This is an optimization exercise on Yosys and OpenROAD, whose aim is small area, not a production implementation.
Where RTL was checked, it was by simulation tests only, not by an equivalence proof against the original.
Only the layout flow was run in runs 1 to 6; the RTL was not checked for function there.
Power is estimated from default activity; no workload was simulated.

==> flow/design.v, too long to show whole: its modules and the start of the top module <==
// module xctrl: 633 lines
// module xflags: 26 lines
// module xregf: 619 lines
// module c_aoi222: 3 lines
// module c_ao22: 3 lines
// module c_ao21: 3 lines
// module c_nand2: 3 lines
// module c_nand3: 3 lines
// module c_nand4: 3 lines
// module c_and2: 3 lines
// module c_and3: 3 lines
// module c_or2: 3 lines
// module c_or3: 3 lines
// module c_xor2: 3 lines
// module c_ha: 4 lines
// module xaddr_decoder: 84 lines
// module picoversat: 116 lines
module picoversat (
             input                 clk,
             input                 rst,
             output                trap,
             output                led,
             output [10-2:0]  imem_addr,
             input [32-1:0]  imem_rdata,
             output                dmem_en,
             output                dmem_we,
             output [10-2:0]  dmem_addr,
             output [32-1:0]  dmem_wdata,
             input [32-1:0]   dmem_rdata
             );
  // ...
==> flow/run.sh <==
#!/bin/bash
# synth_recipe.tcl (not shown) runs the flow's synth.tcl, then flattens the netlist and writes it again
# the make line also repeats each setting of config.mk as NAME=value (left out here)
make -C /OpenROAD-flow-scripts/flow DESIGN_CONFIG=/design/flow/config.mk WORK_HOME=/design/flow/orfs CLKGATE_MAP_FILE= SYNTH_SCRIPT=/design/flow/synth_recipe.tcl finish
==> flow/config.mk <==
export PLATFORM = sky130hd
export DESIGN_NAME = picoversat
export DESIGN_NICKNAME = picoversat
export VERILOG_FILES = /design/flow/design.v
export SDC_FILE = /design/flow/constraint.sdc
export NUM_CORES = 4
export LEC_CHECK = 0
export CAP_MARGIN = 20
export CORE_MARGIN = 2
export CORE_UTILIZATION = 55
export CTS_CLUSTER_DIAMETER = 150
export CTS_CLUSTER_SIZE = 30
export GPL_TIMING_DRIVEN = 0
export PLACE_DENSITY = 0.65
export SETUP_SLACK_MARGIN = 0.15
export SLEW_MARGIN = 20
export SYNTH_HIERARCHICAL = 1
==> flow/constraint.sdc <==
create_clock -name core_clock -period 7.5 [get_ports {clk}]
set_input_delay 1.5000 -clock core_clock [delete_from_list [all_inputs] [get_ports {clk}]]
set_output_delay 1.5000 -clock core_clock [all_outputs]
set_load 0.01 [all_outputs]
==> metrics.cfg, run 1 <==
[detailed_routing]
dr_wl_met3_mm = 9.65
ant_nets = 0

[critical_path]
r2r_start = rb[9]$_DFF_PP0_
critPathLaunch = imem_rdata[30]
worst_setup_path_start_kind = input port
cpMostUsedCell = a21o_1
critPathCaptureType = register

[finish]
fin_area_sq_mm = 0.0281
clkbuf_count = 32

[placed_design]
hpwlAfterDp_mm = 55.6
dp_slack_ns = -0.736
placedCellCount = 2794

[yosys]
synth-edff-count = 0
postSynthAreaPerCell_sq_um = 11.8
synthSimpleGateAreaFrac_pct = 7.58
ys_warn_count = 7

[flow_run]
cap_violations = 0

[pwr]
p_leak_nw = 11.4
maxPowerGroup = registers

[global_routing]
met1_usage_pct = 53.5
grt.overflow.total = 0
use_met2_pct = 59.0

[timing]
setup_viol = 0
worstMarginPinSlew_ns = 1.13
relSlewSlack_pct = 24.6

[status]
status = complete, no violations

==> inputs of run 2 (changes only) <==
--- a/flow/config.mk
+++ b/flow/config.mk
@@ -7,7 +7,7 @@
 export LEC_CHECK = 0
-export CAP_MARGIN = 20
+export CAP_MARGIN = 5
 export CORE_MARGIN = 2
 export CORE_UTILIZATION = 55
-export CTS_CLUSTER_DIAMETER = 150
-export CTS_CLUSTER_SIZE = 30
+export CTS_CLUSTER_DIAMETER = 100
+export CTS_CLUSTER_SIZE = 20
 export GPL_TIMING_DRIVEN = 0
@@ -15,3 +15,3 @@
 export SETUP_SLACK_MARGIN = 0.15
-export SLEW_MARGIN = 20
+export SLEW_MARGIN = 5
 export SYNTH_HIERARCHICAL = 1
==> run 2 against run 1 <==
Compared with the run above:
- still clean on timing, DRC and antenna
- sequential share of layout area down 0.15 points
- utilization grew 0.21 points
- first-iteration DRC count down 6.4%
- final cell count grew 0.25%
==> metrics.cfg, run 2 <==
[yosys]
synth_top_area_cell = dfxtp_1
post-synth-top-count-cell = a22o_1
synth_area_sq_mm = 0.0239
netlist.area_leader.share_pct = 42.8
ys_types = 61
synthMuxAreaShare_pct = 0.952
synthAdderAreaFrac_pct = 1.73
synth_area_leaders = dfxtp_1 43%, a22o_1 21%, a222oi_1 11%, dfrtp_1 8.1%, xor2_1 2.5%
ys_warn_count = 7  ; unchanged
postSynthCellCount = 2031
synth_common_cells = 577 x a22o_1, 512 x dfxtp_1, 259 x a222oi_1
synth-compound-area-share_pct = 35.6
synth_top_family_by_area = compound AO/OA/AOI/OAI gates
async_reset_ff_share_pct = 13.1
yosysSeqAreaShare_pct = 50.9
synth_ff_type = dfxtp_1
postSynthAreaPerCell_sq_um = 11.8  ; unchanged
synth-edff-count = 0  ; unchanged
synthSimpleGateAreaFrac_pct = 7.58  ; unchanged
ys_ff_latch = 589
synthXorXnorAreaFrac_pct = 2.74
synth_nets = 2130

[cts]
cts_sinks = 589
cts_max_level = 2
root_buffer = clkbuf_16
cts_tree = built
clk_pin_slew_ns = 0.09
clock_path_buffers = 3
ctsHoldBuffers = 0
clkLatencyLatePin_ns = 0.58
cts_buffers = 35

[critical_path]
r2r_start = rb[8]$_DFF_PP0_
cp_top_family = compound AO/OA/AOI/OAI gates
crit_type = input port to register
crit_arrival_ns = 7.71
slowest_stage = clkdlybuf4s50_1
critPathCaptureType = register
path_max_fanout = 19
reg2reg_to = rc[2]$_DFF_PP0_
cpPeakStageDelay_ns = 0.59
timing.reg2reg.setup_slack_ns = 1.47
path_cells = clkdlybuf4s50_1 > buf_2 > nand3b_1 > a31oi_1 > clkbuf_4 > nor2_4 > buf_16 > a222oi_1 > nand4_1 > or3_1 > xor2_1 > ha_1 > and2_1 > and2_1 > a21o_1 > a21o_1 > a21o_2 > a21o_1 > a21o_1 > xor2_1 > nand2_1 > o21ai_0 > a22o_1
cpMostUsedCell = a21o_1
required_ns = 7.98
worst_setup_path_start_kind = input port
worstRegToRegCells = 24
critPathLaunch = imem_rdata[31]
critPathBufInv = 4

[floorplanning]
die_y_um = 213
core_sq_mm = 0.0430
row_count = 76
die_width_um = 213
start_util_pct = 55.7
die_area_sq_mm = 0.0452
io_pins = 120

[timing]
rsz0062_at_grt = no
finalWorstSetupSlack_ns = 0.262
drv_slew = 0
fmax_ghz = 0.138
period_needed_ns = 7.24
finalCritPeriodShare_pct = 96.5
worstMarginPinSlew_ns = 1.32  ; +0.191 ns
relSlewSlack_pct = 11.9  ; -13 points
skew_ns = 0.0194
final-hold-violation-count = 0
setup_viol = 0  ; unchanged

[global_routing]
grt_pass1_wl_mm = 133
use_met2_pct = 59.2  ; +0.18 points
grt_use_total_pct = 38.7
grt_use_met3_pct = 7.34
grt_most_used_layer = met2
grt_max_degree = 42
grt.overflow.total = 0  ; unchanged
grt_pass1_vias = 21000
met1_usage_pct = 53.4  ; -0.094 points
antenna_found_initial = 1

[detailed_routing]
vias = 21800
via_per_inst = 7.66
wirelength_mm = 89.6
routedWlPerCell_um = 31.5
drt_iter0_markers = 3777
first_pass_iters = 9
drc = 0
ant_nets = 0  ; unchanged

[finish]
drive_gt1_share_pct = 8.24
regArea_sq_mm = 0.0122
area_delta_synth_final_pct = 17.7
fin_area_sq_mm = 0.0282  ; +0.32%
multiInputGateArea_sq_mm = 0.0120
nets = 2345
fillers = 3349
top_register = rf
reg.largest.list = rf (512), ra (32), rb (32)
largest_reg_flops = 512
final_cell_mix = 577 x a22o_1, 512 x dfxtp_1, 259 x a222oi_1
final_common_cell = a22o_1

[placed_design]
hpwlAfterDp_mm = 54.4  ; -2.1%
placed_cell_area_sq_mm = 0.0270
io_buffers = 119
dp_slack_ns = -0.758  ; -0.0215 ns
routabilityCongestion = 0.945

[min_path]
min_path_cells = 1
worstHoldStart = rf[221]$_DFF_P_
hold_class = register to register
holdPathEnd = rf[221]$_DFF_P_

[flow_run]
cap_violations = 0  ; unchanged

[pwr]
peakVddDrop_uv = 218
p_leak_nw = 11.4  ; +0.46%
powerDensity_mw_per_mm2 = 271

[status]
status = complete, no violations

==> run 2: cell types whose count changed in the layout (fill, tap and decap cells not counted), moves of 2 or more <==
cell	change
buf_12	-3
clkbuf_16	+12
clkinv_8	+2
dfrtp_1	+2
buf_16	-7
buf_4	-4
dfrtp_2	-2
nor2_2	+4
==> run 2: cells by family (layout without fill, tap and decap cells) <==
group / Yosys count / count (layout)
mux: 22 / 22
flops: 589 / 589
xor+xnor: 75 / 75
other cells: 1 / 3
buf+inv: 28 / 250
fa+ha+maj: 33 / 33
simple gates: 331 / 335
compound gates: 952 / 952
==> run 2: layer usage <==
| metal | up-vias | wire length [um] | share of wire (%) |
|---|---|---|---|
| met2 | 1459 | 39900 | 45 |
| met1 | 10900 | 35800 | 40 |
| li1 | 9190 | - | - |
| met3 | 224 | 10100 | 11 |
| met4 | 0 | 3800 | 4.2 |
| met5 | - | 0 | 0 |
==> run 2: area by class of cell <==
cell class / count / share of cell area [%]
antenna: 2 / 0.0178
buffer: 18 / 0.364
clock buffer: 45 / 3.24
clock inverter: 3 / 0.173
inverter: 10 / 0.142
multi-input combinational: 1418 / 42.6
sequential: 589 / 43.2
tap: 585 / 2.60
timing repair buffer: 174 / 7.60
==> run 2: per-module statistics from Yosys (local to each module, per instance), a selection <==
module         cell area, sq um  copies in the design
c_or2                      6.26                     3
xaddr_decoder              1090                     1
c_ao21                     7.51                    72
c_ao22                     8.76                   577
c_xor2                     8.76                    64
xflags                      174                     1
c_nand3                    5.00                     3
c_nand2                    3.75                    61
==> run 2: worst max path at each step <==
stage,to,slack (ns),cells past startpoint
after global placement,ra[27]$_DFF_PP0_,-3.44,7
after CTS,rc[2]$_DFF_PP0_,0.22,23
after floorplan,rc[1]$_DFF_PP0_,0.68,22
final,rc[2]$_DFF_PP0_,0.26,23
after detailed placement,rc[2]$_DFF_PP0_,-0.76,25
after global routing,rc[1]$_DFF_PP0_,0.13,23
==> run 2: power breakdown <==
part           internal [mW]  leakage (nW)  total (mW)  switching (mW)
clock                  0.868         0.464        1.94            1.07
combinational          0.821          5.82        1.63           0.812
sequential              3.25          5.13        4.05           0.804
==> run 2: repair_timing <==
item,4_1_cts,5_1_grt
setup endpoints to repair,14,13
pin swaps,3,6
cloned,0,4
endpoints found under the hold margin,0,0
resized for setup,4,14
setup buffers,6,2
==> run 2: per-stage QoR <==
stage | TNS (ns) | hold WS [ns] | cells | total power [mW] | util, %
floorplan | 0 | 0.442 | 2031 | 4.84 | -
CTS | 0 | 0.480 | 2836 | 7.58 | 65.3
global placement | -176.90 | 0.455 | 2735 | 5.61 | 60.2
global route | 0 | 0.488 | 2842 | 7.92 | 65.5
finish | 0 | 0.481 | 2844 | 7.62 | 65.5
detailed placement | -11.11 | 0.454 | 2782 | 5.69 | 62.9
==> inputs of run 3 (changes only) <==
==> flow/flow/run.sh (new file) <==
#!/bin/bash
set -euo pipefail
export BUFFER_PORTS_ARGS="-buffer_cell sky130_fd_sc_hd__buf_1"
export RECOVER_POWER=100
bash standard.sh > standard.log 2>&1
==> flow/standard.sh (new file) <==
#!/bin/bash
# synth_recipe.tcl (not shown) runs the flow's synth.tcl, then flattens the netlist and writes it again
# the make line also repeats each setting of config.mk as NAME=value (left out here)
make -C /OpenROAD-flow-scripts/flow DESIGN_CONFIG=/design/flow/config.mk WORK_HOME=/design/flow/orfs CLKGATE_MAP_FILE= SYNTH_SCRIPT=/design/flow/synth_recipe.tcl "${@:-finish}"
--- a/flow/config.mk
+++ b/flow/config.mk
@@ -7,3 +7,3 @@
 export LEC_CHECK = 0
-export CAP_MARGIN = 5
+export CAP_MARGIN = 20
 export CORE_MARGIN = 2
@@ -15,3 +15,3 @@
 export SETUP_SLACK_MARGIN = 0.15
-export SLEW_MARGIN = 5
+export SLEW_MARGIN = 20
 export SYNTH_HIERARCHICAL = 1
removed: flow/run.sh
==> run 3 against run 2 <==
Compared with the run above:
- the layout now fails its checks (capacitance limit, slew limit)
- highest routed layer unchanged
- sequential cell count did not move
- worst setup slack improved by 0.010 ns
- synthesized cell count stayed put
- via count grew 0.77%
- largest cell class unchanged
- synthesized area stayed put
- combinational power down 9.8%
==> metrics.cfg, run 3 <==
[global_routing]
grt_use_total_pct = 39.0  ; +0.28 points
antenna_found_initial = 1  ; unchanged
grt_pass1_vias = 20800  ; -0.84%
grt_pass1_wl_mm = 134  ; +0.45%
grt_max_degree = 41  ; -2.4%
grt.overflow.total = 0  ; unchanged

[yosys]
synth_common_cells = 577 x a22o_1, 512 x dfxtp_1, 259 x a222oi_1
synth_top_family_by_area = compound AO/OA/AOI/OAI gates
synthAdderAreaFrac_pct = 1.73  ; unchanged
ys_types = 61  ; unchanged
ys_ff_latch = 589  ; unchanged
async_reset_ff_share_pct = 13.1  ; unchanged
postSynthCellCount = 2031  ; unchanged
ys_warn_count = 7  ; unchanged
synth-compound-area-share_pct = 35.6  ; unchanged
synth-edff-count = 0  ; unchanged
synth_area_sq_mm = 0.0239  ; unchanged
post-synth-top-count-cell = a22o_1
synth_top_area_cell = dfxtp_1
synthXorXnorAreaFrac_pct = 2.74  ; unchanged
synthSimpleGateAreaFrac_pct = 7.58  ; unchanged
synth_area_leaders = dfxtp_1 43%, a22o_1 21%, a222oi_1 11%, dfrtp_1 8.1%, xor2_1 2.5%
synth_nets = 2130  ; unchanged
synth_ff_type = dfxtp_1
synthMuxAreaShare_pct = 0.952  ; unchanged
postSynthAreaPerCell_sq_um = 11.8  ; unchanged
netlist.area_leader.share_pct = 42.8  ; unchanged
yosysSeqAreaShare_pct = 50.9  ; unchanged

[critical_path]
crit_type = input port to register
r2r_start = rb[8]$_DFF_PP0_
required_ns = 7.97  ; about the same
critPathLaunch = imem_rdata[30]
worst_setup_path_start_kind = input port
crit_arrival_ns = 7.70  ; about the same
path_max_fanout = 19  ; unchanged
critPathCaptureType = register
worstRegToRegCells = 23  ; -4.2%

[placed_design]
dp_slack_ns = -0.457  ; +0.301 ns
placedCellCount = 2794  ; +0.43%
hpwlAfterDp_mm = 55.7  ; +2.2%
placed_cell_area_sq_mm = 0.0266  ; -1.6%
routabilityCongestion = 0.914  ; -3.3%
io_buffers = 119  ; unchanged

[floorplanning]
io_pins = 120  ; unchanged
die_area_sq_mm = 0.0452  ; unchanged
row_count = 76  ; unchanged
core_sq_mm = 0.0430  ; unchanged
die_y_um = 213  ; unchanged
start_util_pct = 55.7  ; unchanged
die_width_um = 213  ; unchanged

[timing]
tns_ns = 0  ; unchanged
setup_viol = 0  ; unchanged
worstMarginPinSlew_ns = 3.14  ; +1.82 ns
period_needed_ns = 7.23  ; -0.00996 ns
finalCritPeriodShare_pct = 96.4  ; -0.13 points
fmax_ghz = 0.138  ; +0.14%
skew_ns = 0.0187  ; -0.000760 ns
final-hold-violation-count = 0  ; unchanged
finalWorstSetupSlack_ns = 0.272  ; +0.00996 ns
relSlewSlack_pct = -109  ; -120 points
rsz0062_at_grt = no
drv_slew = 497  ; +497
timing.hold.ws_ns = 0.479  ; -0.00156 ns

[status]
so_faults = capacitance limit, slew limit
status = finished with violations

[finish]
final_util_pct = 63.8  ; -1.7 points
reg.largest.list = rf (512), ra (32), rb (32)
top_register = rf
nets = 2352  ; +0.30%
fin_area_sq_mm = 0.0274  ; -2.6%
final_common_cell = a22o_1
final_cell_mix = 577 x a22o_1, 512 x dfxtp_1, 259 x a222oi_1
largest_reg_flops = 512  ; unchanged
drive_gt1_share_pct = 7.02  ; -1.2 points
area_delta_synth_final_pct = 14.6
finalNonFillerCells = 2851  ; +0.25%

[cts]
cts_sinks = 589  ; unchanged
cts_buffers = 35  ; unchanged
cts_tree = built
clk_pin_slew_ns = 0.09  ; about the same
ctsHoldBuffers = 0  ; unchanged
cts_max_level = 2  ; unchanged
clock_path_buffers = 3  ; unchanged
clkLatencyLatePin_ns = 0.58  ; about the same
root_buffer = clkbuf_16

[pwr]
p_leak_nw = 11.1  ; -2.9%
powerDensity_mw_per_mm2 = 273  ; +0.95%
report.power.total_mw = 7.49  ; -1.7%
switching_power_mw = 2.70  ; +0.39%
combPwrFrac_pct = 19.6  ; -1.8 points
p_int_mw = 4.80  ; -2.8%
pwr-share-clk_pct = 26.2  ; +0.8 points
pwr-share-seq_pct = 54.1  ; +1.0 points
sw_frac_of_total_pct = 36.0  ; +0.74 points
peakVddDrop_uv = 203  ; -6.9%

[flow_run]
cap_violations = 17  ; +17

[detailed_routing]
vias = 22000  ; +0.77%
ant_nets = 0  ; unchanged
wirelength_mm = 89.5  ; -0.15%
routedWlPerCell_um = 31.4  ; -0.39%
drc = 0  ; unchanged
first_pass_iters = 11  ; +2
drt_iter0_markers = 3952  ; +4.6%
via_per_inst = 7.70  ; +0.52%

[min_path]
min_path_cells = 1  ; unchanged
hold_class = register to register
worstHoldStart = rf[118]$_DFF_P_

## run 3: cells by family (layout without fill, tap and decap cells)
family | after synthesis | after routing
XOR/XNOR | 75 | 75
flip-flops | 589 | 589
AO/OA/AOI/OAI | 952 | 952
AND/OR/NAND/NOR | 331 | 331
adder cells (fa/ha/maj) | 33 | 33
buffers and inverters | 28 | 262
other | 1 | 2
multiplexers | 22 | 22
## run 3: path summary, 6_finish.rpt
kind / end / slack, ns
max in group asynchronous: pc[1]$_DFF_PP0_ / 3.01
max reg2reg: rc[2]$_DFF_PP0_ / 1.13
max: rc[2]$_DFF_PP0_ / 0.27
min reg2reg: rf[118]$_DFF_P_ / 0.48
min in group asynchronous: rb[25]$_DFF_PP0_ / 1.43
min: rf[118]$_DFF_P_ / 0.48
## run 3: power groups by stage
| stage | registers, mW | clock network, mW | logic [mW] |
|---|---|---|---|
| 6_report | 4.06 | 1.97 | 1.47 |
| 5_1_grt | 4.08 | 2.09 | 1.62 |
| 4_1_cts | 4.03 | 1.98 | 1.45 |
| 3_5_place_dp | 4.10 | 0 | 1.44 |
| 3_3_place_gp | 4.07 | 0 | 1.39 |
| 2_1_floorplan | 3.80 | 0 | 1.04 |
## run 3: worst max-delay path, cell delays in order
cell and delay, ns:
buf_1 0.10, buf_2 0.20, and3b_1 0.19, buf_2 0.18, clkbuf_1 0.25, a21oi_1 0.26
clkbuf_2 0.44, nor2_4 0.23, buf_16 0.23, a222oi_1 0.38, nand4_1 0.37, or3_1 0.53
xor2_1 0.18, ha_1 0.35, and2_0 0.17, and2_1 0.18, and2_1 0.15, and2_0 0.15
a21o_1 0.32, a21o_1 0.28, a21o_1 0.21, xor2_1 0.18, nand2_1 0.07, o21ai_0 0.21
a22o_1 0.33
## run 3: area by class of cell
cell class	count	area, sq um
Antenna cell	1	2.50
Buffer	18	77.6
Clock buffer	46	938
Clock inverter	3	41.3
Fill cell	3400	15600
Inverter	10	38.8
Multi-Input combinational cell	1414	11900
Sequential cell	589	12200
Tap cell	585	732
Timing Repair Buffer	185	1510
## run 3: what timing repair did
item | CTS | global route
endpoints found under the setup margin | 1 | 14
resized for setup | 0 | 11
pin swaps | 1 | 3
setup buffers | 0 | 7
## run 3: metal layers
metal	track usage [%]	routed length (um)
met5	0	0
met4	17.8	4190
met3	7.58	10300
met2	58.4	38900
met1	54.4	36000
## run 3: per-module statistics from Yosys (local to each module, per instance), excerpt
| module | times used | cells |
|---|---|---|
| c_or3 | 29 | 1 |
| c_and2 | 30 | 1 |
| picoversat | 1 | 643 |
| c_and3 | 10 | 1 |
| c_ao22 | 577 | 1 |
| c_nand4 | 32 | 1 |
| c_xor2 | 64 | 1 |
| c_nand3 | 3 | 1 |
| xaddr_decoder | 1 | 187 |
| c_or2 | 3 | 1 |
| c_ha | 32 | 1 |
| c_ao21 | 72 | 1 |
| c_aoi222 | 259 | 1 |
| xctrl | 1 | 4 |
| c_nand2 | 61 | 1 |
| xflags | 1 | 25 |
==> inputs of run 4 (changes only) <==
==> flow/flow/run.sh (replaced) <==
#!/bin/bash
# The standard layout (standard.sh: the standard flow's own ORFS run with the standard
# synthesis), with the port buffers made of the smallest buffer cell
# (sky130_fd_sc_hd__buf_1) instead of ORFS's default choice. Every input and
# output port still gets its own buffer. ORFS writes each step's log under
# orfs/logs; standard.log holds make's own output.
set -euo pipefail
export BUFFER_PORTS_ARGS="-buffer_cell sky130_fd_sc_hd__buf_1"
bash standard.sh > standard.log 2>&1
--- a/flow/config.mk
+++ b/flow/config.mk
@@ -7,7 +7,7 @@
 export LEC_CHECK = 0
-export CAP_MARGIN = 20
+export CAP_MARGIN = 5
 export CORE_MARGIN = 2
 export CORE_UTILIZATION = 55
-export CTS_CLUSTER_DIAMETER = 100
-export CTS_CLUSTER_SIZE = 20
+export CTS_CLUSTER_DIAMETER = 150
+export CTS_CLUSTER_SIZE = 30
 export GPL_TIMING_DRIVEN = 0
@@ -15,3 +15,3 @@
 export SETUP_SLACK_MARGIN = 0.15
-export SLEW_MARGIN = 20
+export SLEW_MARGIN = 5
 export SYNTH_HIERARCHICAL = 1
==> run 4 against run 3 <==
Compared with the run above:
- worst hold slack better by 0.0046 ns
- count of clock-buffer cells in the layout fell by 16
- final cell count shrank 1.0%
- the run now finishes clean
- die area is the same
- register-to-register slack worse by 0.14 ns
- global-route usage is 0.33 points lower
- synthesized cell count unchanged
- highest routed layer unchanged
- first-iteration DRC count is 2.1% higher
==> metrics.cfg, run 4 <==
[status]
status = complete, no violations

[floorplanning]
io_pins = 120  ; unchanged
row_count = 76  ; unchanged
die_area_sq_mm = 0.0452  ; unchanged
die_y_um = 213  ; unchanged
core_sq_mm = 0.0430  ; unchanged
die_width_um = 213  ; unchanged
start_util_pct = 55.7  ; unchanged

[yosys]
postSynthAreaPerCell_sq_um = 11.8  ; unchanged
synth-edff-count = 0  ; unchanged
synth_common_cells = 577 x a22o_1, 512 x dfxtp_1, 259 x a222oi_1
synth_top_area_cell = dfxtp_1
ys_types = 61  ; unchanged
postSynthCellCount = 2031  ; unchanged
synth_nets = 2130  ; unchanged
ys_warn_count = 7  ; unchanged
ys_ff_latch = 589  ; unchanged
netlist.area_leader.share_pct = 42.8  ; unchanged
post-synth-top-count-cell = a22o_1
async_reset_ff_share_pct = 13.1  ; unchanged
yosysSeqAreaShare_pct = 50.9  ; unchanged
synth_area_sq_mm = 0.0239  ; unchanged
synth_area_leaders = dfxtp_1 43%, a22o_1 21%, a222oi_1 11%, dfrtp_1 8.1%, xor2_1 2.5%
synth_ff_type = dfxtp_1

[finish]
final_util_pct = 62.9  ; -0.90 points
final_common_cell = a22o_1
largest_reg_flops = 512  ; unchanged
final_cell_mix = 577 x a22o_1, 512 x dfxtp_1, 259 x a222oi_1
finalNonFillerCells = 2822  ; -1.0%
drive_gt1_share_pct = 7.42  ; +0.40 points
num_antenna_cells = 0  ; -1
fin_area_sq_mm = 0.0270  ; -1.4%
nets = 2329  ; -0.98%
area_delta_synth_final_pct = 13.0
top_register = rf
reg.largest.list = rf (512), ra (32), rb (32)
fillers = 3467  ; +2.0%

[critical_path]
required_ns = 8.00  ; +0.03 ns
worst_setup_path_start_kind = input port
crit_type = input port to register
crit_arrival_ns = 7.73  ; +0.03 ns
cpPeakStageDelay_ns = 0.62  ; +0.09 ns
critPathCaptureType = register
critPathBufInv = 3  ; -3
path_max_fanout = 20  ; +1
cpMostUsedCell = a21o_1
path_cells = buf_1 > clkbuf_1 > or2_2 > xnor2_1 > o21ai_1 > nor2_4 > buf_16 > a222oi_1 > nand4_1 > or3_1 > xor2_1 > ha_1 > a21o_1 > a21o_1 > a21o_1 > a21o_1 > a21o_1 > a21o_1 > a21o_1 > xor2_1 > nand2_1 > o21ai_0 > a22o_1
slowest_stage = o21ai_1
cp_top_family = compound AO/OA/AOI/OAI gates

[timing]
rsz0062_at_grt = no
tns_ns = 0  ; unchanged
worstMarginPinSlew_ns = 1.39  ; -1.75 ns
timing.hold.ws_ns = 0.484  ; +0.00459 ns
finalWorstSetupSlack_ns = 0.273  ; +0.00122 ns
relSlewSlack_pct = 7.47  ; +120 points
setup_viol = 0  ; unchanged
skew_ns = 0.0268  ; +0.00814 ns
fmax_ghz = 0.138  ; about the same
final-hold-violation-count = 0  ; unchanged
finalCritPeriodShare_pct = 96.4  ; about the same
drv_slew = 0  ; -100%
period_needed_ns = 7.23  ; -0.00122 ns

[detailed_routing]
ant_nets = 0  ; unchanged
drc = 0  ; unchanged
drt_iter0_markers = 4036  ; +2.1%
met1_length_mm = 36.3  ; +0.64%
first_pass_iters = 10  ; -1
routed.top_layer = met4
dr_wl_met3_mm = 10.4  ; +1.2%
route.met2.wl_mm = 38.9  ; -0.20%
via_per_inst = 7.72  ; +0.27%
wirelength_mm = 89.6  ; +0.22%
vias = 21800  ; -0.75%
routedWlPerCell_um = 31.8  ; +1.2%

[placed_design]
placed_cell_area_sq_mm = 0.0263  ; -1.1%
placedCellCount = 2782  ; -0.43%
hpwlAfterDp_mm = 54.5  ; -2.1%
io_buffers = 119  ; unchanged
dp_slack_ns = -0.493  ; -0.0356 ns
routabilityCongestion = 0.914  ; unchanged

[cts]
cts_tree = built
clkLatencyLatePin_ns = 0.61  ; +0.03 ns
cts_max_level = 1  ; -1
cts_buffers = 23  ; -34%
cts_sinks = 589  ; unchanged
root_buffer = clkbuf_16
ctsHoldBuffers = 0  ; unchanged
clock_path_buffers = 3  ; unchanged
clk_pin_slew_ns = 0.12  ; +0.03 ns

[global_routing]
grt_pass1_wl_mm = 133  ; -0.83%
grt_max_degree = 41  ; unchanged
antenna_found_initial = 1  ; unchanged
grt_pass1_vias = 20700  ; -0.60%
grt.overflow.total = 0  ; unchanged
grt_use_total_pct = 38.7  ; -0.33 points

[min_path]
hold_class = register to register

[pwr]
powerDensity_mw_per_mm2 = 263  ; -3.9%
report.power.total_mw = 7.10  ; -5.2%
p_leak_nw = 10.9  ; -1.4%
peakVddDrop_uv = 183  ; -9.8%

[flow_run]
cap_violations = 0  ; -17

-- run 4: cell families after synthesis --
group | share of synthesized area (%)
xor+xnor | 2.74
flops | 50.9
other cells | 0.0157
buf+inv | 0.512
compound gates | 35.6
fa+ha+maj | 1.73
simple gates | 7.58
mux | 0.951
-- run 4: area by class of cell --
cell class              instances  area [sq um]  area share, %
plain buffers                  18          88.8          0.329
clock buffers                  30           602           2.23
clock inverters                 2          36.3          0.134
inverters                      10          40.0          0.148
multi-input cells            1414         12000           44.2
flip-flops and latches        589         12200           45.0
well taps                     585           732           2.71
repair buffers                174          1410           5.22
-- run 4: final timing paths --
check / from / cells past startpoint / to / slack, ns
hold reg to reg: rf[485]$_DFF_P_ / 1 / rf[485]$_DFF_P_ / 0.48
setup reg to reg: rb[8]$_DFF_PP0_ / 23 / rc[2]$_DFF_PP0_ / 0.99
hold / removal: rf[485]$_DFF_P_ / 1 / rf[485]$_DFF_P_ / 0.48
max in group asynchronous: rst / 3 / pc[1]$_DFF_PP0_ / 5.90
min in group asynchronous: rst / 2 / rb[25]$_DFF_PP0_ / 0.95
setup / recovery: imem_rdata[28] / 23 / rc[2]$_DFF_PP0_ / 0.27
-- run 4: repair_timing --
item	4_1_cts	5_1_grt
endpoints found under the hold margin	0	0
pin swaps	1	3
gates cloned	0	0
resized for setup	0	10
endpoints found under the setup margin	2	13
buffers inserted	0	8
-- run 4: Yosys stat by module, one instance, submodules excluded, excerpt --
module         times used  flip-flops and latches  cell area, sq um
picoversat              1                     589             12600
xaddr_decoder           1                       0              1090
xflags                  1                       0               174
xctrl                   1                       0              28.8
c_ha                   32                       0              12.5
c_aoi222              259                       0              10.0
c_ao22                577                       0              8.76
c_xor2                 64                       0              8.76
c_ao21                 72                       0              7.51
c_and2                 30                       0              6.26
c_and3                 10                       0              6.26
c_nand4                32                       0              6.26
c_or2                   3                       0              6.26
c_or3                  29                       0              6.26
c_nand3                 3                       0              5.00
c_nand2                61                       0              3.75
-- run 4: where the power goes --
| group | switching, mW | leakage, nW | internal (mW) | total (mW) |
|---|---|---|---|---|
| sequential | 0.802 | 5.13 | 3.25 | 4.05 |
| combinational | 0.817 | 5.49 | 0.667 | 1.48 |
| clock | 0.986 | 0.308 | 0.582 | 1.57 |
| total | 2.61 | 10.9 | 4.50 | 7.10 |
-- run 4: worst reg2reg max path: cells and delay by family, from the launching register on --
kind	cells	cell delay [ns]
DFF	1	0.49
and+or+nand+nor	8	2.62
AOI/OAI and AO/OA	9	2.08
buffers and inverters	3	0.54
adders and majority gates	1	0.32
xor gates and xnor gates	2	0.37
-- run 4: layer usage --
layer	GRT usage (%)	vias to the layer above
met5	0	-
met2	57.9	1584
met3	5.85	224
li1	-	9140
met4	17.2	0
met1	55.3	10800
==> inputs of run 5 (changes only) <==
--- a/flow/config.mk
+++ b/flow/config.mk
@@ -10,3 +10,3 @@
 export CORE_UTILIZATION = 55
-export CTS_CLUSTER_DIAMETER = 150
+export CTS_CLUSTER_DIAMETER = 100
 export CTS_CLUSTER_SIZE = 30
==> run 5 against run 4 <==
Compared with the run above:
- clock power up 4%
- total power up 0.96%
- largest cell class unchanged
- wire length about the same
- largest power group unchanged
- critical path depth unchanged
- combinational power about the same
==> metrics.cfg, run 5 <==
[yosys]
ys_types = 61  ; unchanged
synthXorXnorAreaFrac_pct = 2.74  ; unchanged
synth_nets = 2130  ; unchanged
ys_warn_count = 7  ; unchanged
synthSimpleGateAreaFrac_pct = 7.58  ; unchanged
synth_ff_type = dfxtp_1
synth_area_leaders = dfxtp_1 43%, a22o_1 21%, a222oi_1 11%, dfrtp_1 8.1%, xor2_1 2.5%
yosysSeqAreaShare_pct = 50.9  ; unchanged
postSynthAreaPerCell_sq_um = 11.8  ; unchanged
synthAdderAreaFrac_pct = 1.73  ; unchanged
synth_top_family_by_area = compound AO/OA/AOI/OAI gates
netlist.area_leader.share_pct = 42.8  ; unchanged
async_reset_ff_share_pct = 13.1  ; unchanged
synth-compound-area-share_pct = 35.6  ; unchanged
ys_ff_latch = 589  ; unchanged
post-synth-top-count-cell = a22o_1
synth_common_cells = 577 x a22o_1, 512 x dfxtp_1, 259 x a222oi_1
postSynthCellCount = 2031  ; unchanged
synth_area_sq_mm = 0.0239  ; unchanged
synthMuxAreaShare_pct = 0.952  ; unchanged
synth-edff-count = 0  ; unchanged
synth_top_area_cell = dfxtp_1

[min_path]
holdPathEnd = rf[260]$_DFF_P_
hold_class = register to register
worstHoldStart = rf[260]$_DFF_P_
min_path_cells = 1  ; unchanged

[placed_design]
hpwlAfterDp_mm = 54.5  ; unchanged
routabilityCongestion = 0.914  ; unchanged
io_buffers = 119  ; unchanged
placedCellCount = 2782  ; unchanged

[critical_path]
crit_type = input port to register
critPathCaptureType = register
reg2reg_to = rc[2]$_DFF_PP0_
worst_setup_path_start_kind = input port
timing.reg2reg.setup_slack_ns = 1.05  ; +0.06 ns
path_max_fanout = 20  ; unchanged
critPathLaunch = imem_rdata[30]
crit_arrival_ns = 7.71  ; -0.02 ns
worstRegToRegCells = 22  ; -4.3%
r2r_start = rb[8]$_DFF_PP0_
required_ns = 8.01  ; about the same

[timing]
finalCritPeriodShare_pct = 96.0  ; -0.37 points
final-hold-violation-count = 0  ; unchanged
drv_slew = 0  ; unchanged
rsz0062_at_grt = no
skew_ns = 0.0437  ; +0.0169 ns
relSlewSlack_pct = 6.90  ; -0.57 points
worstMarginPinSlew_ns = 1.40  ; +0.00860 ns
period_needed_ns = 7.20  ; -0.0277 ns
setup_viol = 0  ; unchanged
tns_ns = 0  ; unchanged
fmax_ghz = 0.139  ; +0.38%

[pwr]
p_int_mw = 4.55  ; +1.1%
combPwrFrac_pct = 20.6  ; -0.3 points
powerDensity_mw_per_mm2 = 265  ; +0.80%
sw_frac_of_total_pct = 36.6  ; -0.11 points
pwr-share-seq_pct = 56.5  ; -0.5 points
peakVddDrop_uv = 212  ; +16%
pwr-share-clk_pct = 22.8  ; +0.7 points
switching_power_mw = 2.62  ; +0.65%
p_leak_nw = 10.9  ; +0.13%
report.power.total_mw = 7.17  ; +0.96%

[global_routing]
grt.overflow.total = 0  ; unchanged
grt_use_total_pct = 38.7  ; +0.054 points
grt_pass1_wl_mm = 133  ; +0.11%
grt_pass1_vias = 20700  ; +0.097%
grt_max_degree = 41  ; unchanged
antenna_found_initial = 2  ; +1

[finish]
top_register = rf
finalNonFillerCells = 2825  ; +0.11%
drive_gt1_share_pct = 7.41  ; about the same
final_common_cell = a22o_1
largest_reg_flops = 512  ; unchanged
area_delta_synth_final_pct = 13.2
nets = 2328  ; -0.043%
reg.largest.list = rf (512), ra (32), rb (32)
final_cell_mix = 577 x a22o_1, 512 x dfxtp_1, 259 x a222oi_1

[cts]
root_buffer = clkbuf_16
cts_sinks = 589  ; unchanged
clock_path_buffers = 3  ; unchanged
clk_pin_slew_ns = 0.12  ; about the same
cts_buffers = 24  ; +4.3%
cts_tree = built
cts_max_level = 1  ; unchanged
clkLatencyLatePin_ns = 0.61  ; about the same
ctsHoldBuffers = 0  ; unchanged

[detailed_routing]
routedWlPerCell_um = 31.7  ; -0.19%
drc = 0  ; unchanged
wirelength_mm = 89.6  ; about the same
first_pass_iters = 9  ; -1
vias = 21800  ; -0.064%
via_per_inst = 7.71  ; -0.17%
ant_nets = 0  ; unchanged
drt_iter0_markers = 3971  ; -1.6%

[status]
status = complete, no violations

[floorplanning]
die_width_um = 213  ; unchanged
core_sq_mm = 0.0430  ; unchanged
die_area_sq_mm = 0.0452  ; unchanged
start_util_pct = 55.7  ; unchanged
io_pins = 120  ; unchanged
row_count = 76  ; unchanged
die_y_um = 213  ; unchanged

[flow_run]
cap_violations = 0  ; unchanged

-- run 5: per-stage QoR --
stage	instance area, sq um	utilization, %	worst slack, ns	hold slack (ns)
final	27100	63.0	0.301	0.480
after global routing	27100	63.0	0.133	0.496
after CTS	27000	62.9	0.161	0.480
after detailed placement	26300	61.2	-0.493	0.454
after global placement	25100	58.4	-3.36	0.455
after floorplan	23900	-	0.675	0.442
-- run 5: what timing repair did --
| action | in CTS | in global routing |
|---|---|---|
| buffers inserted | 0 | 6 |
| setup endpoints to repair | 1 | 13 |
| resized for setup | 0 | 10 |
| pin swaps | 1 | 3 |
-- run 5: final cells by class --
class,count,area [sq um]
Buffer,18,88.8
Timing Repair Buffer,172,1380
Tap cell,585,732
Clock buffer,34,659
Sequential cell,589,12200
Inverter,10,40.0
Clock inverter,2,46.3
Fill cell,3465,15900
Antenna cell,1,2.50
Multi-Input combinational cell,1414,12000
-- run 5: kinds of logic (layout without fill, tap and decap cells) --
logic type / Yosys count / in the layout
simple gates: 331 / 331
other cells: 1 / 2
flops: 589 / 589
xor+xnor: 75 / 75
compound gates: 952 / 952
buf+inv: 28 / 236
mux: 22 / 22
fa+ha+maj: 33 / 33
-- run 5: per-module statistics from Yosys (local to each module, per instance), a selection --
module / copies in the design / cell area [sq um] / cells inside / flops+latches
picoversat: 1 / 12600 / 643 / 589
xaddr_decoder: 1 / 1090 / 187 / 0
xflags: 1 / 174 / 25 / 0
xctrl: 1 / 28.8 / 4 / 0
c_ha: 32 / 12.5 / 1 / 0
c_aoi222: 259 / 10.0 / 1 / 0
c_ao22: 577 / 8.76 / 1 / 0
c_ao21: 72 / 7.51 / 1 / 0
c_nand4: 32 / 6.26 / 1 / 0
c_and3: 10 / 6.26 / 1 / 0
c_nand3: 3 / 5.00 / 1 / 0
c_nand2: 61 / 3.75 / 1 / 0
-- run 5: worst max path at each step --
stage	to	cells past startpoint
after floorplan	rc[1]$_DFF_PP0_	22
after global placement	ra[26]$_DFF_PP0_	7
after detailed placement	rc[2]$_DFF_PP0_	25
after CTS	rc[2]$_DFF_PP0_	25
after global routing	rc[2]$_DFF_PP0_	23
final	rc[2]$_DFF_PP0_	23
-- run 5: power by group through the flow --
stage	Sequential, mW	Clock (mW)	Combinational (mW)
after floorplan	3.80	0	1.04
after global placement	4.07	0	1.39
after detailed placement	4.10	0	1.44
after CTS	4.03	1.65	1.45
after global routing	4.09	1.75	1.62
final	4.05	1.64	1.48
-- run 5: critical path, stage by stage --
cell and delay (ns):
buf_1 0.15, buf_2 0.22, and4b_1 0.27, and4_1 0.23, o21ai_1 0.79, nor2_4 0.27, buf_16 0.27, a222oi_1 0.43
nand4_1 0.24, or3_1 0.47, xor2_1 0.18, ha_1 0.35, a21o_1 0.24, a21o_1 0.18, a21o_1 0.21, a21o_1 0.17
a21o_1 0.29, a21o_1 0.27, a21o_1 0.21, xor2_1 0.18, nand2_1 0.07, o21ai_0 0.18, a22o_1 0.31
-- run 5: per-layer routing --
metal	wire length [um]	track usage, %	share of wire (%)	up-vias
li1	-	-	-	9158
met1	36300	55.2	41	10900
met2	38700	57.8	43	1517
met3	10200	6.38	11	234
met4	4310	17.3	4.8	0
met5	0	0	0	-
==> inputs of run 6 (changes only) <==
==> flow/flow/run.sh (replaced) <==
#!/bin/bash
# The standard layout (standard.sh: the standard flow's own ORFS run with the standard
# synthesis), with the port buffers made of the smallest buffer cell
# (sky130_fd_sc_hd__buf_1) instead of ORFS's default choice, and the largest
# plain buffers (buf_12, buf_16) kept out of buffer insertion and sizing, so
# long nets are repaired with smaller buffers. Every input and output port
# still gets its own buffer. ORFS writes each step's log under orfs/logs;
# standard.log holds make's own output.
set -euo pipefail
export BUFFER_PORTS_ARGS="-buffer_cell sky130_fd_sc_hd__buf_1"
export DONT_USE_CELLS="sky130_fd_sc_hd__buf_12 sky130_fd_sc_hd__buf_16"
bash standard.sh > standard.log 2>&1
==> run 6 against run 5 <==
Compared with the run above:
- final cell count stayed put
- fmax did not move
- die area unchanged
- wire length stayed put
- global-route usage is the same
- register-to-register slack about the same
- largest power group unchanged
- critical endpoint unchanged
- worst setup slack is the same
- count of clock-buffer cells in the layout is the same
==> metrics.cfg, run 6 <==
[yosys]
synth_nets = 2130  ; unchanged
synthSimpleGateAreaFrac_pct = 7.58  ; unchanged
ys_types = 61  ; unchanged
synth_top_area_cell = dfxtp_1
synth_top_family_by_area = compound AO/OA/AOI/OAI gates
netlist.area_leader.share_pct = 42.8  ; unchanged
synth_ff_type = dfxtp_1
synthMuxAreaShare_pct = 0.952  ; unchanged
postSynthCellCount = 2031  ; unchanged
yosysSeqAreaShare_pct = 50.9  ; unchanged
post-synth-top-count-cell = a22o_1
synth-edff-count = 0  ; unchanged
synthXorXnorAreaFrac_pct = 2.74  ; unchanged
postSynthAreaPerCell_sq_um = 11.8  ; unchanged
synth_area_sq_mm = 0.0239  ; unchanged
ys_ff_latch = 589  ; unchanged
async_reset_ff_share_pct = 13.1  ; unchanged
synth_area_leaders = dfxtp_1 43%, a22o_1 21%, a222oi_1 11%, dfrtp_1 8.1%, xor2_1 2.5%
synthAdderAreaFrac_pct = 1.73  ; unchanged
ys_warn_count = 7  ; unchanged
synth_common_cells = 577 x a22o_1, 512 x dfxtp_1, 259 x a222oi_1
synth-compound-area-share_pct = 35.6  ; unchanged

[floorplanning]
die_area_sq_mm = 0.0452  ; unchanged
die_width_um = 213  ; unchanged
start_util_pct = 55.7  ; unchanged
die_y_um = 213  ; unchanged
core_sq_mm = 0.0430  ; unchanged
row_count = 76  ; unchanged
io_pins = 120  ; unchanged

[timing]
final-hold-violation-count = 0  ; unchanged
fmax_ghz = 0.139  ; unchanged
timing.hold.ws_ns = 0.480  ; unchanged
relSlewSlack_pct = 6.90  ; unchanged
setup_viol = 0  ; unchanged
period_needed_ns = 7.20  ; unchanged
drv_slew = 0  ; unchanged
finalWorstSetupSlack_ns = 0.301  ; unchanged
skew_ns = 0.0437  ; unchanged
rsz0062_at_grt = no
tns_ns = 0  ; unchanged
worstMarginPinSlew_ns = 1.40  ; unchanged
finalCritPeriodShare_pct = 96.0  ; unchanged

[critical_path]
timing.reg2reg.setup_slack_ns = 1.05  ; about the same
worstRegToRegCells = 22  ; unchanged
worst_setup_path_start_kind = input port
crit_type = input port to register
critPathCaptureType = register
path_max_fanout = 20  ; unchanged
required_ns = 8.01  ; about the same
crit_arrival_ns = 7.71  ; about the same

[finish]
final_common_cell = a22o_1
reg.largest.list = rf (512), ra (32), rb (32)
area_delta_synth_final_pct = 13.2  ; unchanged
nets = 2328  ; unchanged
drive_gt1_share_pct = 7.41  ; unchanged
final_cell_mix = 577 x a22o_1, 512 x dfxtp_1, 259 x a222oi_1
fillers = 3465  ; unchanged
top_register = rf
finalNonFillerCells = 2825  ; unchanged
largest_reg_flops = 512  ; unchanged
regArea_sq_mm = 0.0122  ; unchanged
multiInputGateArea_sq_mm = 0.0120  ; unchanged

[pwr]
report.power.total_mw = 7.17  ; unchanged
p_leak_nw = 10.9  ; unchanged
peakVddDrop_uv = 212  ; unchanged
powerDensity_mw_per_mm2 = 265  ; unchanged

[cts]
cts_sinks = 589  ; unchanged
cts_max_level = 1  ; unchanged
ctsHoldBuffers = 0  ; unchanged
clock_path_buffers = 3  ; unchanged
cts_buffers = 24  ; unchanged
cts_tree = built
clkLatencyLatePin_ns = 0.61  ; about the same
root_buffer = clkbuf_16
clk_pin_slew_ns = 0.12  ; about the same

[placed_design]
dp_slack_ns = -0.493  ; unchanged
hpwlAfterDp_mm = 54.5  ; unchanged
io_buffers = 119  ; unchanged
routabilityCongestion = 0.914  ; unchanged
placedCellCount = 2782  ; unchanged

[detailed_routing]
ant_nets = 0  ; unchanged
wirelength_mm = 89.6  ; unchanged
via_per_inst = 7.71  ; unchanged
vias = 21800  ; unchanged
routedWlPerCell_um = 31.7  ; unchanged
first_pass_iters = 9  ; unchanged
drt_iter0_markers = 3971  ; unchanged
drc = 0  ; unchanged

[global_routing]
antenna_found_initial = 2  ; unchanged
grt_pass1_vias = 20700  ; unchanged
grt_use_total_pct = 38.7  ; unchanged
grt.overflow.total = 0  ; unchanged
grt_max_degree = 41  ; unchanged
grt_pass1_wl_mm = 133  ; unchanged

[min_path]
hold_class = register to register
min_path_cells = 1  ; unchanged

[status]
status = complete, no violations

[flow_run]
cap_violations = 0  ; unchanged

## run 6: cell counts after synthesis
Identical to the previous run, type by type.
## run 6: worst paths after layout
kind	from	endpoint
max	imem_rdata[30]	rc[2]$_DFF_PP0_
min	rf[260]$_DFF_P_	rf[260]$_DFF_P_
max reg2reg	rb[8]$_DFF_PP0_	rc[2]$_DFF_PP0_
min reg2reg	rf[260]$_DFF_P_	rf[260]$_DFF_P_
max in group asynchronous	rst	led_q$_DFF_PP0_
min in group asynchronous	rst	rb[25]$_DFF_PP0_
## run 6: Yosys stat by module (local to each module, per instance), a selection
module	area (sq um)	flip-flops and latches	cells
picoversat	12600	589	643
xflags	174	0	25
c_and2	6.26	0	1
c_ao22	8.76	0	1
c_ao21	7.51	0	1
c_ha	12.5	0	1
c_aoi222	10.0	0	1
c_nand3	5.00	0	1
## run 6: cell type report
| cell class | count | area share, % |
|---|---|---|
| plain buffers | 18 | 0.328 |
| well taps | 585 | 2.70 |
| diodes | 1 | 0.00924 |
| multi-input cells | 1414 | 44.1 |
| repair buffers | 172 | 5.11 |
| flip-flops and latches | 589 | 45.0 |
| clock buffers | 34 | 2.43 |
| clock inverters | 2 | 0.171 |
| inverters | 10 | 0.148 |
## run 6: power breakdown
part           internal [mW]  total (mW)  switching, mW
registers               3.25        4.05          0.805
logic                  0.666        1.48          0.814
clock network          0.633        1.64           1.00
## run 6: cells by family after synthesis
logic type	after synthesis
compound gates	952
xor+xnor	75
fa+ha+maj	33
buf+inv	28
flops	589
mux	22
other cells	1
simple gates	331
## run 6: metrics by stage
step                      area, sq um  util (%)
after floorplan                 23900         -
after detailed placement        26300      61.2
final                           27100      63.0
after global routing            27100      63.0
after global placement          25100      58.4
after CTS                       27000      62.9
## run 6: worst max-delay path: stages
cell and delay [ns]:
buf_1 0.15, buf_2 0.22, and4b_1 0.27, and4_1 0.23, o21ai_1 0.79, nor2_4 0.27, buf_16 0.27, a222oi_1 0.43
nand4_1 0.24, or3_1 0.47, xor2_1 0.18, ha_1 0.35, a21o_1 0.24, a21o_1 0.18, a21o_1 0.21, a21o_1 0.17
a21o_1 0.29, a21o_1 0.27, a21o_1 0.21, xor2_1 0.18, nand2_1 0.07, o21ai_0 0.18, a22o_1 0.31
## run 6: repair_timing
action / CTS / global route
cloned: 0 / 0
pin swaps: 1 / 3
resized for setup: 0 / 10
endpoints found under the setup margin: 1 / 13
buffers inserted: 0 / 6
## run 6: routing by layer
| layer | wire [um] | vias to the layer above | track usage [%] |
|---|---|---|---|
| met4 | 4310 | 0 | 17.3 |
| met3 | 10200 | 234 | 6.38 |
| met1 | 36300 | 10900 | 55.2 |
| met5 | 0 | - | 0 |
| met2 | 38700 | 1517 | 57.8 |
| li1 | - | 9158 | - |
==> module xaddr_decoder, before the edit <==
module xaddr_decoder (
                      input [31:0]  instr,
                      input [9:0]   ra,
                      input [9:0]   rb,
                      output [20:0] opnd_sel,   
                      output [15:0] rf_wsel,
                      output [15:0] rf_wseln,
                      output        rb_we,
                      output        led_sel,
                      output        dmem_en,
                      output        dmem_we,
                      output        trap,
                      output [8:0]  daddr,
                      output        alu_inv,    
                      output        alu_cin,    
                      output        alu_ld,     
                      output        alu_and,
                      output        alu_xor,
                      output        alu_shft,
                      output        alu_arith,
                      output        alu_ops     
                      );
   wire [3:0]  op = instr[31:28];
   wire [15:0] opd;
   genvar      k;
   generate
      for (k = 0; k < 16; k = k + 1) begin : g_opd
         assign opd[k] = (op == k);
      end
   endgenerate
   wire arith_ops = opd[0] | opd[1] | opd[2];
   wire alu_all   = arith_ops | opd[3] | opd[4] | opd[5];
   wire load_ops  = opd[6] | opd[7] | opd[8] | opd[10];
   wire store_ops = opd[9] | opd[11];
   wire mem_ops   = opd[1] | opd[2] | opd[4] | opd[5] | opd[8] | opd[10];
   wire acc_ops   = store_ops | mem_ops;
   wire use_opnd  = alu_all | load_ops;
   wire branch_ops = op[3] & op[2];
   wire src_b = opd[10] | opd[11];
   wire src_a = opd[7];
   wire src_i = ~src_b & ~src_a;
   wire [9:0] ai = instr[9:0];
   wire i_rb = (ai == 10'd528);
   wire i_rc = (ai == 10'd529);
   wire b_rb = (rb == 10'd528);
   wire b_rc = (rb == 10'd529);
   wire a_rb = (ra == 10'd528);
   wire a_rc = (ra == 10'd529);
   wire is_rb = (src_i & i_rb) | (src_b & b_rb) | (src_a & a_rb);
   wire is_rc = (src_i & i_rc) | (src_b & b_rc) | (src_a & a_rc);
   wire in_ram = src_b ? ~rb[9] : ~ai[9];
   wire in_rf  = src_b ? (rb[9:4] == 6'b100000) : (ai[9:4] == 6'b100000);
   wire in_led = src_b ? (rb == 10'd602) : (ai == 10'd602);
   assign daddr = src_b ? rb[8:0] : ai[8:0];
   wire [15:0] rf_dec;
   generate
      for (k = 0; k < 16; k = k + 1) begin : g_dec
         assign rf_dec[k] = (daddr[3:0] == k);
      end
   endgenerate
   wire rf_rd = mem_ops & in_rf;
   wire rf_wr = store_ops & in_rf;
   assign rf_wsel = rf_dec & {16{rf_wr}};
   assign rf_wseln = ~rf_wsel;
   assign opnd_sel[15:0] = rf_dec & {16{rf_rd}};
   assign opnd_sel[16] = use_opnd & is_rb;
   assign opnd_sel[17] = use_opnd & is_rc;
   assign opnd_sel[18] = mem_ops & in_ram;
   assign opnd_sel[19] = (opd[0] | opd[3] | opd[6]) & ~i_rb & ~i_rc;
   assign opnd_sel[20] = opd[7] & ~a_rb & ~a_rc;
   assign rb_we   = store_ops & is_rb;
   assign led_sel = acc_ops & in_led;
   assign dmem_en = acc_ops & in_ram;
   assign dmem_we = store_ops;
   assign trap    = acc_ops & ~in_ram & ~in_rf & ~in_led & ~is_rb & ~is_rc;
   assign alu_inv   = opd[2] | branch_ops;
   assign alu_cin   = opd[2];
   assign alu_ld    = load_ops;
   assign alu_and   = opd[4];
   assign alu_xor   = opd[5];
   assign alu_shft  = opd[3];
   assign alu_arith = arith_ops;
   assign alu_ops   = alu_all;
endmodule
==> module picoversat, before the edit <==
module picoversat (
             input                 clk,
             input                 rst,
             output                trap,
             output                led,
             output [10-2:0]  imem_addr,
             input [32-1:0]  imem_rdata,
             output                dmem_en,
             output                dmem_we,
             output [10-2:0]  dmem_addr,
             output [32-1:0]  dmem_wdata,
             input [32-1:0]   dmem_rdata
             );
   reg [8:0]   pc;
   reg [31:0]  ra;
   reg [31:0]  rb;
   reg [2:0]   rc;         
   reg         led_q;
   reg [511:0] rf;         
   wire [31:0] instr = imem_rdata;
   wire [3:0]  op = instr[31:28];
   wire [20:0] opnd_sel;
   wire [15:0] rf_wsel, rf_wseln;
   wire        rb_we, led_sel;
   wire        alu_inv, alu_cin, alu_ld, alu_and, alu_xor, alu_shft, alu_arith, alu_ops;
   xaddr_decoder dec (
                      .instr(instr),
                      .ra(ra[9:0]),
                      .rb(rb[9:0]),
                      .opnd_sel(opnd_sel),
                      .rf_wsel(rf_wsel),
                      .rf_wseln(rf_wseln),
                      .rb_we(rb_we),
                      .led_sel(led_sel),
                      .dmem_en(dmem_en),
                      .dmem_we(dmem_we),
                      .trap(trap),
                      .daddr(dmem_addr),
                      .alu_inv(alu_inv),
                      .alu_cin(alu_cin),
                      .alu_ld(alu_ld),
                      .alu_and(alu_and),
                      .alu_xor(alu_xor),
                      .alu_shft(alu_shft),
                      .alu_arith(alu_arith),
                      .alu_ops(alu_ops)
                      );
   genvar       gi, gj;
   wire [31:0] opnd;
   xregf opmux (
                .sel(opnd_sel),
                .rf(rf),
                .rb(rb),
                .rc(rc),
                .dmem(dmem_rdata),
                .instr(instr[27:0]),
                .ra(ra[15:0]),
                .q(opnd)
                );
   wire [31:0] ra_nx;
   wire [2:0]  rc_nx;
   xctrl alu (
              .ra(ra),
              .opnd(opnd),
              .inv(alu_inv),
              .cin(alu_cin),
              .ld(alu_ld),
              .op_and(alu_and),
              .op_xor(alu_xor),
              .op_shft(alu_shft),
              .arith(alu_arith),
              .ra_nx(ra_nx),
              .rc_nx(rc_nx)
              );
   wire        ra_z = ~|ra;
   wire        taken = op[3] & op[2] & (op[1] ^ ra_z);
   wire [8:0]  target = op[0] ? rb[8:0] : instr[8:0];
   wire [511:0] rf_d;
   wire [31:0]  rb_d;
   wire [2:0]   rc_d;
   wire         led_d;
   generate
      for (gj = 0; gj < 16; gj = gj + 1) begin : g_rfw
         for (gi = 0; gi < 32; gi = gi + 1) begin : g_b
            c_ao22 u (.a1(ra[gi]), .a2(rf_wsel[gj]), .b1(rf[32*gj+gi]), .b2(rf_wseln[gj]),
                      .y(rf_d[32*gj+gi]));
         end
      end
      for (gi = 0; gi < 32; gi = gi + 1) begin : g_rbw
         c_ao22 u (.a1(ra[gi]), .a2(rb_we), .b1(rb[gi]), .b2(~rb_we), .y(rb_d[gi]));
      end
      for (gi = 0; gi < 3; gi = gi + 1) begin : g_rcw
         c_ao22 u (.a1(rc_nx[gi]), .a2(alu_ops), .b1(rc[gi]), .b2(~alu_ops), .y(rc_d[gi]));
      end
   endgenerate
   c_ao22 u_ledw (.a1(ra[0]), .a2(led_sel), .b1(led_q), .b2(~led_sel), .y(led_d));
   always @(posedge clk, posedge rst)
     if (rst) begin
        pc <= 9'd0;
        ra <= 32'd0;
        rb <= 32'd0;
        rc <= 3'd0;
        led_q <= 1'b0;
     end else begin
        pc <= taken ? target : pc + 9'd1;
        ra <= ra_nx;
        rb <= rb_d;
        rc <= rc_d;
        led_q <= led_d;
     end
   always @(posedge clk)
     rf <= rf_d;
   assign imem_addr = pc;
   assign dmem_wdata = ra;
   assign led = led_q;
endmodule
==> inputs of run 7 (changes only) <==
--- a/flow/design.v
+++ b/flow/design.v
@@ -1325,3 +1325,2 @@
                       output [15:0] rf_wsel,
-                      output [15:0] rf_wseln,
                       output        rb_we,
@@ -1382,3 +1381,2 @@
    assign rf_wsel = rf_dec & {16{rf_wr}};
-   assign rf_wseln = ~rf_wsel;
    assign opnd_sel[15:0] = rf_dec & {16{rf_rd}};
@@ -1422,3 +1420,3 @@
    reg         led_q;
-   reg [511:0] rf;         
+   reg [31:0]  rf [0:15];
    wire [31:0] instr = imem_rdata;
@@ -1426,3 +1424,3 @@
    wire [20:0] opnd_sel;
-   wire [15:0] rf_wsel, rf_wseln;
+   wire [15:0] rf_wsel;
    wire        rb_we, led_sel;
@@ -1435,3 +1433,2 @@
                       .rf_wsel(rf_wsel),
-                      .rf_wseln(rf_wseln),
                       .rb_we(rb_we),
@@ -1451,3 +1448,9 @@
                       );
-   genvar       gi, gj;
+   wire [511:0] rf_all;
+   genvar       gi;
+   generate
+      for (gi = 0; gi < 16; gi = gi + 1) begin : g_rfall
+         assign rf_all[32*gi +: 32] = rf[gi];
+      end
+   endgenerate
    wire [31:0] opnd;
@@ -1455,3 +1458,3 @@
                 .sel(opnd_sel),
-                .rf(rf),
+                .rf(rf_all),
                 .rb(rb),
@@ -1481,21 +1484,2 @@
    wire [8:0]  target = op[0] ? rb[8:0] : instr[8:0];
-   wire [511:0] rf_d;
-   wire [31:0]  rb_d;
-   wire [2:0]   rc_d;
-   wire         led_d;
-   generate
-      for (gj = 0; gj < 16; gj = gj + 1) begin : g_rfw
-         for (gi = 0; gi < 32; gi = gi + 1) begin : g_b
-            c_ao22 u (.a1(ra[gi]), .a2(rf_wsel[gj]), .b1(rf[32*gj+gi]), .b2(rf_wseln[gj]),
-                      .y(rf_d[32*gj+gi]));
-         end
-      end
-      for (gi = 0; gi < 32; gi = gi + 1) begin : g_rbw
-         c_ao22 u (.a1(ra[gi]), .a2(rb_we), .b1(rb[gi]), .b2(~rb_we), .y(rb_d[gi]));
-      end
-      for (gi = 0; gi < 3; gi = gi + 1) begin : g_rcw
-         c_ao22 u (.a1(rc_nx[gi]), .a2(alu_ops), .b1(rc[gi]), .b2(~alu_ops), .y(rc_d[gi]));
-      end
-   endgenerate
-   c_ao22 u_ledw (.a1(ra[0]), .a2(led_sel), .b1(led_q), .b2(~led_sel), .y(led_d));
    always @(posedge clk, posedge rst)
@@ -1510,8 +1494,16 @@
         ra <= ra_nx;
-        rb <= rb_d;
-        rc <= rc_d;
-        led_q <= led_d;
+        if (rb_we)
+          rb <= ra;
+        if (alu_ops)
+          rc <= rc_nx;
+        if (led_sel)
+          led_q <= ra[0];
      end
-   always @(posedge clk)
-     rf <= rf_d;
+   generate
+      for (gi = 0; gi < 16; gi = gi + 1) begin : g_rf
+         always @(posedge clk)
+           if (rf_wsel[gi])
+             rf[gi] <= ra;
+      end
+   endgenerate
    assign imem_addr = pc;
==> flow/run.sh (new file) <==
#!/bin/bash
# synth_recipe.tcl (not shown) runs the flow's synth.tcl, then flattens the netlist and writes it again
# the make line also repeats each setting of config.mk as NAME=value (left out here)
make -C /OpenROAD-flow-scripts/flow DESIGN_CONFIG=/design/flow/config.mk WORK_HOME=/design/flow/orfs CLKGATE_MAP_FILE= SYNTH_SCRIPT=/design/flow/synth_recipe.tcl finish
--- a/flow/config.mk
+++ b/flow/config.mk
@@ -7,3 +7,3 @@
 export LEC_CHECK = 0
-export CAP_MARGIN = 5
+export CAP_MARGIN = 20
 export CORE_MARGIN = 2
@@ -11,3 +11,3 @@
 export CTS_CLUSTER_DIAMETER = 100
-export CTS_CLUSTER_SIZE = 30
+export CTS_CLUSTER_SIZE = 20
 export GPL_TIMING_DRIVEN = 0
@@ -15,3 +15,3 @@
 export SETUP_SLACK_MARGIN = 0.15
-export SLEW_MARGIN = 5
+export SLEW_MARGIN = 20
 export SYNTH_HIERARCHICAL = 1
removed: flow/flow/run.sh
removed: flow/standard.sh
==> run 7 against run 6 <==
Compared with the run above:
- still clean on timing, DRC and antenna
- sequential share of layout area is 14 points higher
- worst hold slack gained 0.020 ns
- synthesized area is 3.1% higher
- final area rose by 8.6%
- count of clock-buffer cells in the layout increased by 15
- critical path depth fell by 1
- combinational power increased by 11%
- synthesized cell count shrank 26%
- worst setup slack improved by 0.028 ns
- clock power is 19% higher
==> metrics.cfg, run 7 <==
[finish]
final_cell_mix = 512 x edfxtp_1, 259 x a222oi_1, 118 x clkdlybuf4s50_1
largest_reg_flops = 512  ; unchanged
area_delta_synth_final_pct = 19.2
top_register = rf
final_common_cell = edfxtp_1
num_antenna_cells = 0  ; -1
final_util_pct = 66.5  ; +3.5 points
finalNonFillerCells = 2341  ; -17%
nets = 1832  ; -21%
drive_gt1_share_pct = 13.5  ; +6.1 points
reg.largest.list = rf (512), ra (32), rb (32)

[floorplanning]
die_width_um = 216  ; +1.5%
start_util_pct = 55.8  ; +0.11 points
io_pins = 120  ; unchanged
row_count = 77  ; +1.3%
core_sq_mm = 0.0442  ; +2.9%
die_y_um = 216  ; +1.5%
die_area_sq_mm = 0.0466  ; +3.0%

[pwr]
peakVddDrop_uv = 206  ; -2.8%
report.power.total_mw = 8.37  ; +17%
p_leak_nw = 10.7  ; -2.4%
powerDensity_mw_per_mm2 = 285  ; +7.6%

[yosys]
ys_types = 68  ; +11%
ys_warn_count = 8  ; +1
synth_nets = 1599  ; -25%
postSynthCellCount = 1500  ; -26%
synth_common_cells = 512 x edfxtp_1, 259 x a222oi_1, 94 x nand2_1
synth_top_area_cell = edfxtp_1
yosysSeqAreaShare_pct = 70.1  ; +19 points
post-synth-top-count-cell = edfxtp_1
synth_area_leaders = edfxtp_1 62%, a222oi_1 11%, dfrtp_1 7.8%, xor2_1 2.4%, a21o_1 2.2%
netlist.area_leader.share_pct = 62.3  ; +19 points
postSynthAreaPerCell_sq_um = 16.4  ; +40%
synth_ff_type = edfxtp_1
synth_area_sq_mm = 0.0247  ; +3.1%
synth-edff-count = 512  ; +512
async_reset_ff_share_pct = 13.1  ; unchanged
ys_ff_latch = 589  ; unchanged

[cts]
cts_sinks = 589  ; unchanged
clk_pin_slew_ns = 0.08  ; -0.04 ns
cts_max_level = 2  ; +1
root_buffer = clkbuf_16
ctsHoldBuffers = 0  ; unchanged
clkLatencyLatePin_ns = 0.59  ; -0.02 ns
cts_tree = built
cts_buffers = 35  ; +46%
clock_path_buffers = 3  ; unchanged

[placed_design]
io_buffers = 119  ; unchanged
hpwlAfterDp_mm = 49.0  ; -10%
dp_slack_ns = -0.858  ; -0.365 ns
routabilityCongestion = 0.898  ; -1.7%
placedCellCount = 2269  ; -18%

[timing]
finalWorstSetupSlack_ns = 0.329  ; +0.0279 ns
worstMarginPinSlew_ns = 1.07  ; -0.328 ns
period_needed_ns = 7.17  ; -0.0279 ns
skew_ns = 0.0216  ; -0.0222 ns
setup_viol = 0  ; unchanged
relSlewSlack_pct = 28.9  ; +22 points
rsz0062_at_grt = no
timing.hold.ws_ns = 0.500  ; +0.0199 ns
drv_slew = 0  ; unchanged
fmax_ghz = 0.139  ; +0.39%
final-hold-violation-count = 0  ; unchanged
finalCritPeriodShare_pct = 95.6  ; -0.37 points

[global_routing]
grt_pass1_vias = 16400  ; -21%
grt.overflow.total = 0  ; unchanged
grt_pass1_wl_mm = 107  ; -19%
grt_use_total_pct = 31.1  ; -7.7 points
antenna_found_initial = 4  ; +2
grt_max_degree = 64  ; +56%

[detailed_routing]
wirelength_mm = 72.7  ; -19%
drc = 0  ; unchanged
drt_iter0_markers = 3055  ; -23%
via_per_inst = 7.13  ; -7.5%
routedWlPerCell_um = 31.1  ; -2.1%
ant_nets = 0  ; unchanged
first_pass_iters = 11  ; +2
vias = 16700  ; -23%

[critical_path]
crit_type = input port to register
path_max_fanout = 21  ; +5.0%
required_ns = 7.97  ; -0.04 ns
worst_setup_path_start_kind = input port
crit_arrival_ns = 7.64  ; -0.07 ns
critPathCaptureType = register

[min_path]
hold_class = register to register

[status]
status = complete, no violations

[flow_run]
cap_violations = 0  ; unchanged

==> run 7: changes by cell type after synthesis, sizes merged, moves of 7 or more <==
cell / change
a22o: -548
dfxtp: -512
edfxtp: +512
mux2: +36
o211ai: -7
or2: -17
==> run 7: final cells by class <==
cell class | instances | area [sq um]
clock buffers | 49 | 928
multi-input cells | 888 | 7690
inverters | 7 | 31.3
repair buffers | 194 | 2530
flip-flops and latches | 589 | 17300
plain buffers | 18 | 105
fillers | 3094 | 14800
well taps | 592 | 741
clock inverters | 4 | 71.3
==> run 7: kinds of logic after synthesis <==
group	synth area share [%]
AO/OA/AOI/OAI	15.1
XOR/XNOR	2.69
adder cells (fa/ha/maj)	1.67
buffers and inverters	0.497
flip-flops	70.1
multiplexers	2.57
other	0.0152
AND/OR/NAND/NOR	7.32
==> run 7: routing by layer <==
layer | vias up | GRT usage (%) | share of wire, %
li1 | 7086 | - | -
met1 | 8532 | 43.7 | 40
met2 | 937 | 49.7 | 48
met3 | 140 | 5.09 | 9.4
met4 | 0 | 10.6 | 3.2
met5 | - | 0 | 0
==> run 7: where the power goes <==
part	internal (mW)	leakage (nW)	switching, mW
logic	0.829	4.53	0.821
registers	4.08	5.66	0.695
clock network	0.909	0.480	1.04
total	5.82	10.7	2.56
==> run 7: worst max-delay path: stages <==
cell and delay [ns]:
clkdlybuf4s50_1 0.49, clkbuf_1 0.28, or2_2 0.40, xnor2_2 0.53, o21ai_4 0.24, nor2_4 0.66, a222oi_1 0.18, nand4_1 0.32
or2_1 0.30, xor2_1 0.18, ha_1 0.30, and2_1 0.17, a21o_1 0.21, a21o_1 0.21, a21o_1 0.16, a21o_1 0.26
a21o_1 0.25, a21o_1 0.21, xor2_1 0.15, a2bb2oi_1 0.16, o22ai_1 0.14, mux2_2 0.29
==> run 7: worst paths after layout <==
path / from / end / slack (ns) / depth (start not counted)
worst max-delay path: imem_rdata[28] / rc[1]$_DFFE_PP0P_ / 0.33 / 22
worst min register to register: rb[31]$_DFFE_PP0P_ / rb[31]$_DFFE_PP0P_ / 0.50 / 1
min in group asynchronous: rst / pc[8]$_DFF_PP0_ / 1.21 / 2
worst min-delay path: rb[31]$_DFFE_PP0P_ / rb[31]$_DFFE_PP0P_ / 0.50 / 1
max in group asynchronous: rst / rb[16]$_DFFE_PP0P_ / 5.65 / 3
worst max register to register: rb[8]$_DFFE_PP0P_ / rc[1]$_DFFE_PP0P_ / 1.51 / 22
==> run 7: Yosys stat by module, one instance, submodules excluded, excerpt <==
module / flops+latches / area (sq um)
c_and2: 0 / 6.26
c_ao21: 0 / 7.51
c_ao22: 0 / 8.76
c_aoi222: 0 / 10.0
c_ha: 0 / 12.5
c_nand2: 0 / 3.75
c_nand3: 0 / 5.00
c_nand4: 0 / 6.26
c_or2: 0 / 6.26
c_or3: 0 / 6.26
c_xor2: 0 / 8.76
picoversat: 589 / 18200
xaddr_decoder: 0 / 1060
xctrl: 0 / 28.8
xflags: 0 / 174
==> run 7: through the flow <==
| stage | setup TNS [ns] | cell area, sq um |
|---|---|---|
| global placement | -120.80 | 26600 |
| global route | 0 | 29400 |
| floorplan | 0 | 24700 |
| CTS | 0 | 29200 |
| detailed placement | -12.81 | 28100 |
| finish | 0 | 29400 |
==> run 7: what timing repair did <==
action,4_1_cts,5_1_grt
cloned,0,2
setup buffers,5,12
endpoints found under the setup margin,16,12
pin swaps,3,14
resized for setup,7,12

Check on run 7: ideal ports give 0.329 ns setup slack; a clkbuf_16 on the clock port and buf_2 on the inputs give 0.370 ns; moving port delays by the midpoint clock arrival (0.639 ns) as well gives -0.269 ns.
